What follows belongs to an exercise in optimizing a design on an open flow for a short achievable clock period and few clock cycles; a production flow would make more cautious choices. The RTL was checked by simulation tests, not by an equivalence proof against the original design.

Setup of the baseline:
==> flow/design.v <==
module CPU (
    output [6:0] disp0, disp1, disp2, disp3, disp4, disp5, disp6, disp7, disp8, disp9, disp10, disp11, disp12, disp13,
    output [2:0] flags,
    output halted,
    output [5:0] mem_addr,
    output mem_wr,
    output [13:0] mem_wdata,
    input [13:0] mem_rdata,
    input clk, rst);
    reg rst_q;              
    reg [5:0] addr;         
    reg [5:0] pc;           
    reg halt_r;
    reg [447:0] shadow;
    reg [6:0] hw;
    reg lh;                 
    reg dcyc;               
    reg wr_r;
    reg [13:0] wdata_r;
    reg ev;                 
    reg [13:0] ir;
    reg [13:0] A, B;        
    reg [111:0] rf;         
    reg [2:0] flags_r;
    reg [97:0] disp_r;
    reg [1:0] mph;
    reg [17:0] pp0, pp1, pp2;
    reg [15:0] pp3;
    reg [13:0] mres;
    reg movf;
    reg dbusy;
    reg [3:0] dcnt;
    reg [13:0] drem, dq;
    reg [27:0] dd;
    assign mem_addr = addr;
    assign mem_wr = wr_r;
    assign mem_wdata = wdata_r;
    assign flags = flags_r;
    assign halted = halt_r;
    assign {disp13, disp12, disp11, disp10, disp9, disp8, disp7,
            disp6, disp5, disp4, disp3, disp2, disp1, disp0} = disp_r;
    wire [4:0] op = ir[13:9];
    wire [2:0] rd = ir[8:6];
    function [14:0] addc14(input [13:0] a, input [13:0] b, input cin);
        reg [13:0] g, p, G, P;
        integer i, d;
        begin
            g = a & b;
            p = a ^ b;
            G = g;
            P = p;
            G[0] = g[0] | (p[0] & cin);
            for (d = 1; d < 14; d = d * 2)
                for (i = 13; i >= d; i = i - 1) begin
                    G[i] = G[i] | (P[i] & G[i-d]);
                    P[i] = P[i] & P[i-d];
                end
            addc14 = {G[13], p ^ {G[12:0], cin}};
        end
    endfunction
    wire [14:0] addAB = addc14(A, B, 1'b0);
    wire [14:0] subAB = addc14(A, ~B, 1'b1);     
    wire ltAB = !subAB[14];
    wire eqAB = (A == B);
    wire [14:0] cmp2 = addc14({1'b0, A[13:1]}, ~{1'b0, B[12:0]}, 1'b1);
    wire lt2B = B[13] || !cmp2[14];
    wire bz = (B == 14'd0);
    wire bbig = |B[13:4];
    wire [13:0] shl = bbig ? 14'd0 : (A << B[3:0]);
    wire [13:0] shr = bbig ? 14'd0 : (A >> B[3:0]);
    wire [21:0] mlo = {4'd0, pp0} + {pp1, 4'd0};
    wire [13:0] mfull = mlo[13:0] + {pp2[5:0], 8'd0} + {pp3[1:0], 12'd0};
    wire mover = (|mlo[21:8]) || (|pp2) || (|pp3);
    wire [14:0] cg1 = addc14(A >> 3, ~B, 1'b1);
    wire [14:0] cg2 = addc14(A >> 6, ~B, 1'b1);
    wire [14:0] cg3 = addc14(A >> 9, ~B, 1'b1);
    wire [14:0] cg4 = addc14(A >> 12, ~B, 1'b1);
    wire c1 = cg1[14];
    wire c2 = cg2[14];
    wire c3 = cg3[14];
    wire c4 = cg4[14];
    wire [3:0] nstep = c4 ? 4'd15 : c3 ? 4'd12 : c2 ? 4'd9 : c1 ? 4'd6 : 4'd3;
    wire [27:0] dd0 = c4 ? {B, 14'd0} : c3 ? {3'd0, B, 11'd0} : c2 ? {6'd0, B, 8'd0} :
                      c1 ? {9'd0, B, 5'd0} : {12'd0, B, 2'd0};
    wire div_slow = !bz && !lt2B;            
    wire [14:0] dt = addc14(drem, ~dd[13:0], 1'b1);
    wire dbit = dt[14] && (dd[27:14] == 14'd0);
    wire [13:0] dr_n = dbit ? dt[13:0] : drem;
    wire [13:0] dq_n = {dq[12:0], dbit};
    wire dlast = (dcnt == 4'd1);
    wire mz = (A == 14'd0) || (B == 14'd0);
    wire isMUL = (op == 5'b00101);
    wire isDIV = (op == 5'b00110);
    wire stall = ev && ((isMUL && mph == 2'd0 && !mz) || (isMUL && mph == 2'd1) ||
                        (isDIV && !dbusy && div_slow) ||
                        (isDIV && dbusy && !dlast));
    reg [13:0] res;
    reg wreg;
    always @(*) begin
        wreg = 1'b1;
        res = 14'd0;
        case (op)
            5'b00011: res = addAB[13:0];
            5'b00100: res = ltAB ? 14'd0 : subAB[13:0];
            5'b00101: res = mph[1] ? mres : 14'd0;
            5'b00110: res = dbusy ? dq_n : (bz ? A : (ltAB ? 14'd0 : 14'd1));
            5'b01101: res = A & B;
            5'b01110: res = A | B;
            5'b01111: res = ~A;
            5'b10000: res = A ^ B;
            5'b10001: res = ~A + 14'd1;
            5'b10010: res = shl;
            5'b10011: res = shr;
            5'b10100, 5'b10110: res = {A[12:0], 1'b0};
            5'b10101, 5'b10111: res = {1'b0, A[13:1]};
            5'b11000: res = {A[12:0], A[13]};
            5'b11001: res = {A[0], A[13:1]};
            5'b11101: res = A;
            5'b11110: begin wreg = lh; res = shadow[ir[4:0]*14 +: 14]; end
            default: wreg = 1'b0;
        endcase
    end
    reg fset;
    reg [2:0] fval;
    always @(*) begin
        fset = 1'b0;
        fval = 3'd0;
        case (op)
            5'b00011: begin fset = addAB[14]; fval = 3'd3; end
            5'b00100: begin fset = ltAB; fval = 3'd4; end
            5'b00101: begin fset = mph[1] && movf; fval = 3'd3; end
            5'b00110: begin fset = !dbusy && bz; fval = 3'd5; end
            5'b00111: begin fset = 1'b1; fval = ltAB ? 3'd1 : 3'd2; end
            5'b01000: begin fset = 1'b1; fval = (!ltAB && !eqAB) ? 3'd1 : 3'd2; end
            5'b01001: begin fset = 1'b1; fval = (ltAB || eqAB) ? 3'd1 : 3'd2; end
            5'b01010: begin fset = 1'b1; fval = !ltAB ? 3'd1 : 3'd2; end
            5'b01011: begin fset = 1'b1; fval = eqAB ? 3'd1 : 3'd2; end
            5'b01100: begin fset = 1'b1; fval = !eqAB ? 3'd1 : 3'd2; end
            5'b10001: begin fset = (A != 14'd0); fval = 3'd3; end
            5'b11100: begin fset = 1'b1; fval = A[0] ? 3'd7 : 3'd6; end
            default: ;
        endcase
    end
    function [6:0] hex7(input [3:0] v);
        reg [15:0] m;
        begin
            m = 16'd1 << v;
            hex7[6] = |(m & 16'h2812);
            hex7[5] = |(m & 16'hf860);
            hex7[4] = |(m & 16'hf004);
            hex7[3] = |(m & 16'ha692);
            hex7[2] = |(m & 16'h22ba);
            hex7[1] = |(m & 16'h208e);
            hex7[0] = |(m & 16'h3083);
        end
    endfunction
    reg [97:0] dispb, disph;
    integer k, kf, kw;
    always @(*) begin
        for (k = 0; k < 14; k = k + 1)
            dispb[k*7 +: 7] = A[k] ? 7'b1001111 : 7'b0000001;
        disph = {98{1'b1}};
        disph[6:0] = hex7(A[3:0]);
        disph[13:7] = hex7(A[7:4]);
        disph[20:14] = hex7(A[11:8]);
        disph[27:21] = hex7({2'b00, A[13:12]});
    end
    wire ex = ev && !stall;                   
    wire wen = ex && wreg;
    wire [7:0] wsel = wen ? (8'd1 << rd) : 8'd0;
    wire [7:0] lsel = (dcyc && op == 5'b11110) ? (8'd1 << rd) : 8'd0;
    wire fetch = !halt_r && !dcyc && !stall;
    wire [4:0] fop = mem_rdata[13:9];
    wire [2:0] fd = mem_rdata[8:6];
    wire [2:0] fa = mem_rdata[5:3];
    wire [2:0] fb = mem_rdata[2:0];
    wire fhit = ({1'b0, mem_rdata[5:0]} < hw) && (mem_rdata[5:5] == 0);
    wire fmem = (fop == 5'b11110 && !fhit) || (fop == 5'b11111);
    wire [5:0] addr1 = addr + 6'd1;
    wire [7:0] fsel = (ev && wreg) ? (8'd1 << rd) : 8'd0;
    reg [111:0] rfn;
    always @(*) begin
        for (kf = 0; kf < 8; kf = kf + 1)
            rfn[kf*14 +: 14] = fsel[kf] ? res : rf[kf*14 +: 14];
    end
    wire [13:0] rfa = rfn[fa*14 +: 14];
    wire [13:0] rfb = rfn[fb*14 +: 14];
    wire [13:0] rfd = rfn[fd*14 +: 14];
    always @(posedge clk or posedge rst) begin
        if (rst) begin
            rst_q <= 1'b1;
            addr <= 6'd0;
            halt_r <= 1'b0;
            hw <= 7'd0;
            dcyc <= 1'b0;
            wr_r <= 1'b0;
            ev <= 1'b0;
        end else begin
            rst_q <= 1'b0;
            wr_r <= fetch && fop == 5'b11111;
            if (fetch && !hw[6] && addr == hw[5:0]) hw <= hw + 7'd1;
            if (fetch) begin
                addr <= fmem ? mem_rdata[5:0] : addr1;
                dcyc <= fmem;
                lh <= (fop == 5'b11110);
                ev <= (fop != 5'b00001);
                if (fop == 5'b00001) halt_r <= 1'b1;
            end else if (dcyc) begin
                addr <= pc;
                dcyc <= 1'b0;
                ev <= 1'b0;
            end
        end
    end
    always @(posedge clk) begin
        if (addr[5:5] == 0) shadow[addr[4:0]*14 +: 14] <= wr_r ? wdata_r : mem_rdata;
        A <= rfa;
        B <= rfb;
        wdata_r <= rfd;
        if (fetch) begin
            pc <= addr1;
            ir <= mem_rdata;
        end
        if (ev && isMUL && mph == 2'd0) begin
            pp0 <= A * B[3:0];
            pp1 <= A * B[7:4];
            pp2 <= A * B[11:8];
            pp3 <= A * B[13:12];
        end
        if (ev && isMUL && mph == 2'd1) begin
            mres <= mfull;
            movf <= mover;
        end
        if (ev && isDIV) begin
            if (!dbusy) begin
                drem <= A;
                dq <= 14'd0;
                dd <= dd0;
                dcnt <= nstep;
            end else begin
                drem <= dr_n;
                dq <= dq_n;
                dd <= dd >> 1;
                dcnt <= dcnt - 4'd1;
            end
        end
    end
    always @(posedge clk) begin
        if (rst_q) begin
            rf <= 112'd0;
            flags_r <= 3'd0;
            disp_r <= {14{7'b0000001}};
            mph <= 2'd0;
            dbusy <= 1'b0;
        end else begin
            for (kw = 0; kw < 8; kw = kw + 1) begin
                if (lsel[kw]) rf[kw*14 +: 14] <= mem_rdata;
                else if (wsel[kw]) rf[kw*14 +: 14] <= res;
            end
            if (ex && fset) flags_r <= fval;
            if (ev && op == 5'b11010) disp_r <= dispb;
            if (ev && op == 5'b11011) disp_r <= disph;
            if (ev && isMUL) mph <= (mph == 2'd0) ? {1'b0, !mz} : (mph == 2'd1) ? 2'd2 : 2'd0;
            if (ev && isDIV) begin
                if (!dbusy) dbusy <= div_slow;
                else if (dlast) dbusy <= 1'b0;
            end
        end
    end
endmodule
export LEC_CHECK = 0
export CAP_MARGIN = 20
export CORE_MARGIN = 2
export CORE_UTILIZATION = 40
export PLACE_DENSITY = 0.6
export SLEW_MARGIN = 20
create_clock -name core_clock -period 24.0 [get_ports {clk}]
standard.sh (not shown) runs the stock make flow with config.mk's settings and CLKGATE_MAP_FILE= SYNTH_SCRIPT=/design/flow/synth_recipe.tcl, a recipe that flattens the netlist after the stock synthesis.
==> flow/flow/run.sh <==
#!/bin/bash
# The standard layout, with timing repair aimed well below the clock period
# (the constraints are unchanged): a setup margin for repair_timing, cell
# resizing not held to the same footprint, ports buffered with buf_4, and a
# denser floorplan for a smaller clock tree.
set -euo pipefail
bash standard.sh SETUP_SLACK_MARGIN=18.8 MATCH_CELL_FOOTPRINT=0 \
    "BUFFER_PORTS_ARGS=-buffer_cell sky130_fd_sc_hd__buf_4" \
    CORE_UTILIZATION=60 PLACE_DENSITY=0.72 finish > make_finish.log 2>&1
The baseline reached the end of the flow, and the finished layout is clean on the timing, design-rule and antenna checks.
Testbench counts of the baseline, summed over its fixed seeds: cycles 60,953.
Inputs modified between the baseline and the candidate:
--- a/flow/design.v
+++ b/flow/design.v
@@ -9,13 +9,10 @@
     input clk, rst);
     reg rst_q;              
     reg [5:0] addr;         
     reg [5:0] pc;           
     reg halt_r;
-    reg [447:0] shadow;
-    reg [6:0] hw;
-    reg lh;                 
     reg dcyc;               
     reg wr_r;
     reg [13:0] wdata_r;
     reg ev;                 
     reg [13:0] ir;
@@ -114,11 +111,10 @@
             5'b10100, 5'b10110: res = {A[12:0], 1'b0};
             5'b10101, 5'b10111: res = {1'b0, A[13:1]};
             5'b11000: res = {A[12:0], A[13]};
             5'b11001: res = {A[0], A[13:1]};
             5'b11101: res = A;
-            5'b11110: begin wreg = lh; res = shadow[ir[4:0]*14 +: 14]; end
             default: wreg = 1'b0;
         endcase
     end
     reg fset;
     reg [2:0] fval;
@@ -166,18 +162,17 @@
         disph[27:21] = hex7({2'b00, A[13:12]});
     end
     wire ex = ev && !stall;                   
     wire wen = ex && wreg;
     wire [7:0] wsel = wen ? (8'd1 << rd) : 8'd0;
-    wire [7:0] lsel = (dcyc && op == 5'b11110) ? (8'd1 << rd) : 8'd0;
+    wire [7:0] lsel = (ev && op == 5'b11110) ? (8'd1 << rd) : 8'd0;
     wire fetch = !halt_r && !dcyc && !stall;
     wire [4:0] fop = mem_rdata[13:9];
     wire [2:0] fd = mem_rdata[8:6];
     wire [2:0] fa = mem_rdata[5:3];
     wire [2:0] fb = mem_rdata[2:0];
-    wire fhit = ({1'b0, mem_rdata[5:0]} < hw) && (mem_rdata[5:5] == 0);
-    wire fmem = (fop == 5'b11110 && !fhit) || (fop == 5'b11111);
+    wire fmem = (fop == 5'b11110) || (fop == 5'b11111);
     wire [5:0] addr1 = addr + 6'd1;
     wire [7:0] fsel = (ev && wreg) ? (8'd1 << rd) : 8'd0;
     reg [111:0] rfn;
     always @(*) begin
         for (kf = 0; kf < 8; kf = kf + 1)
@@ -189,33 +184,29 @@
     always @(posedge clk or posedge rst) begin
         if (rst) begin
             rst_q <= 1'b1;
             addr <= 6'd0;
             halt_r <= 1'b0;
-            hw <= 7'd0;
             dcyc <= 1'b0;
             wr_r <= 1'b0;
             ev <= 1'b0;
         end else begin
             rst_q <= 1'b0;
             wr_r <= fetch && fop == 5'b11111;
-            if (fetch && !hw[6] && addr == hw[5:0]) hw <= hw + 7'd1;
             if (fetch) begin
                 addr <= fmem ? mem_rdata[5:0] : addr1;
                 dcyc <= fmem;
-                lh <= (fop == 5'b11110);
                 ev <= (fop != 5'b00001);
                 if (fop == 5'b00001) halt_r <= 1'b1;
             end else if (dcyc) begin
                 addr <= pc;
                 dcyc <= 1'b0;
                 ev <= 1'b0;
             end
         end
     end
     always @(posedge clk) begin
-        if (addr[5:5] == 0) shadow[addr[4:0]*14 +: 14] <= wr_r ? wdata_r : mem_rdata;
         A <= rfa;
         B <= rfb;
         wdata_r <= rfd;
         if (fetch) begin
             pc <= addr1;
--- outcome ---
The candidate ran to completion and came out clean on the timing, design-rule and antenna checks.
Lower initial detailed-routing violation count goes to the candidate over the baseline.
The candidate against the baseline: largest driver fanout on the critical path saw an increase; register clock-pin slew on the reported worst setup and hold paths shows no meaningful change; clock-buffer cell count dropped 65; global-route wire length before repair shrank by about 50%.
Synthesis-to-finish area growth was lower in the candidate than in the baseline.
Across both runs, pre-CTS setup slack was higher for the candidate than for the baseline.
Testbench counts of the candidate, summed over its fixed seeds: cycles 63,495.


Starts from the design.v that is shown in full above.
Settings: LEC_CHECK=0, CAP_MARGIN=20, CORE_MARGIN=2, CORE_UTILIZATION=40, PLACE_DENSITY=0.6, SLEW_MARGIN=20; clock period 24.0 ns.
==> flow/flow/run.sh <==
#!/bin/bash
# The standard layout, with timing repair aimed well below the clock period
# (the constraints are unchanged): a setup margin for repair_timing, cell
# resizing not held to the same footprint, and ports buffered with buf_4.
set -euo pipefail
bash standard.sh SETUP_SLACK_MARGIN=18.5 MATCH_CELL_FOOTPRINT=0 \
    "BUFFER_PORTS_ARGS=-buffer_cell sky130_fd_sc_hd__buf_4" finish > make_finish.log 2>&1
The starting point finished with timing, DRC and antenna clean.
Testbench counts at the start, summed over its fixed seeds: cycles 60,953.
Edit:
--- a/flow/design.v
+++ b/flow/design.v
@@ -12,7 +12,4 @@
     reg [5:0] pc;           
     reg halt_r;
-    reg [447:0] shadow;
-    reg [6:0] hw;
-    reg lh;                 
     reg dcyc;               
     reg wr_r;
@@ -117,5 +114,4 @@
             5'b11001: res = {A[0], A[13:1]};
             5'b11101: res = A;
-            5'b11110: begin wreg = lh; res = shadow[ir[4:0]*14 +: 14]; end
             default: wreg = 1'b0;
         endcase
@@ -169,5 +165,5 @@
     wire wen = ex && wreg;
     wire [7:0] wsel = wen ? (8'd1 << rd) : 8'd0;
-    wire [7:0] lsel = (dcyc && op == 5'b11110) ? (8'd1 << rd) : 8'd0;
+    wire [7:0] lsel = (ev && op == 5'b11110) ? (8'd1 << rd) : 8'd0;
     wire fetch = !halt_r && !dcyc && !stall;
     wire [4:0] fop = mem_rdata[13:9];
@@ -175,6 +171,5 @@
     wire [2:0] fa = mem_rdata[5:3];
     wire [2:0] fb = mem_rdata[2:0];
-    wire fhit = ({1'b0, mem_rdata[5:0]} < hw) && (mem_rdata[5:5] == 0);
-    wire fmem = (fop == 5'b11110 && !fhit) || (fop == 5'b11111);
+    wire fmem = (fop == 5'b11110) || (fop == 5'b11111);
     wire [5:0] addr1 = addr + 6'd1;
     wire [7:0] fsel = (ev && wreg) ? (8'd1 << rd) : 8'd0;
@@ -192,5 +187,4 @@
             addr <= 6'd0;
             halt_r <= 1'b0;
-            hw <= 7'd0;
             dcyc <= 1'b0;
             wr_r <= 1'b0;
@@ -199,9 +193,7 @@
             rst_q <= 1'b0;
             wr_r <= fetch && fop == 5'b11111;
-            if (fetch && !hw[6] && addr == hw[5:0]) hw <= hw + 7'd1;
             if (fetch) begin
                 addr <= fmem ? mem_rdata[5:0] : addr1;
                 dcyc <= fmem;
-                lh <= (fop == 5'b11110);
                 ev <= (fop != 5'b00001);
                 if (fop == 5'b00001) halt_r <= 1'b1;
@@ -214,5 +206,4 @@
     end
     always @(posedge clk) begin
-        if (addr[5:5] == 0) shadow[addr[4:0]*14 +: 14] <= wr_r ? wdata_r : mem_rdata;
         A <= rfa;
         B <= rfb;
What happened: Final area fell by 52%; maximum frequency rose by 2.9%; sequential share of layout area fell by 5.5 points; global-route usage fell by 4.9 points; wire length fell by 55%; die area fell by 46%; cell count fell by 44%; register-to-register slack improved by 0.53 ns.
Testbench counts after the change, summed over its fixed seeds: cycles 63,495.

[what the ideal ports hide]
The flow's constraints put no driver on any port. The routed layouts listed below were extracted and timed again, unchanged, in two steps. Step 1 assumes that a clkbuf_16 drives the clock port and a buf_2 every other input. Step 2 moves the port delays by t, midway between the first and last clock arrival at a register: inputs arrive t later, outputs are due t later. That takes back most of the time a late clock gives input paths. Slacks: ideal ports / drivers / drivers and shift; pairs: ideal ports / drivers.
run	t, ns	setup WS [ns]	hold slack, ns	worst slew at a driven data input, ns	cell pins on the clock port's net
the baseline	0.806	17.741 / 17.682 / 16.876	0.401 / 0.401 / 0.401	0.36	1
the candidate	0.665	17.954 / 17.890 / 17.921	0.426 / 0.426 / 0.426	0.27	1
the first run of note 2	0.812	17.767 / 17.683 / 17.007	0.420 / 0.420 / 0.420	0.28	1
the second run of note 2	0.699	17.939 / 17.871 / 17.853	0.417 / 0.417 / 0.417	0.08	1
After both steps every run listed still meets setup and hold. The setup slack of the baseline, which loses most, moves by -0.059 ns with the drivers and by -0.865 ns with both steps.
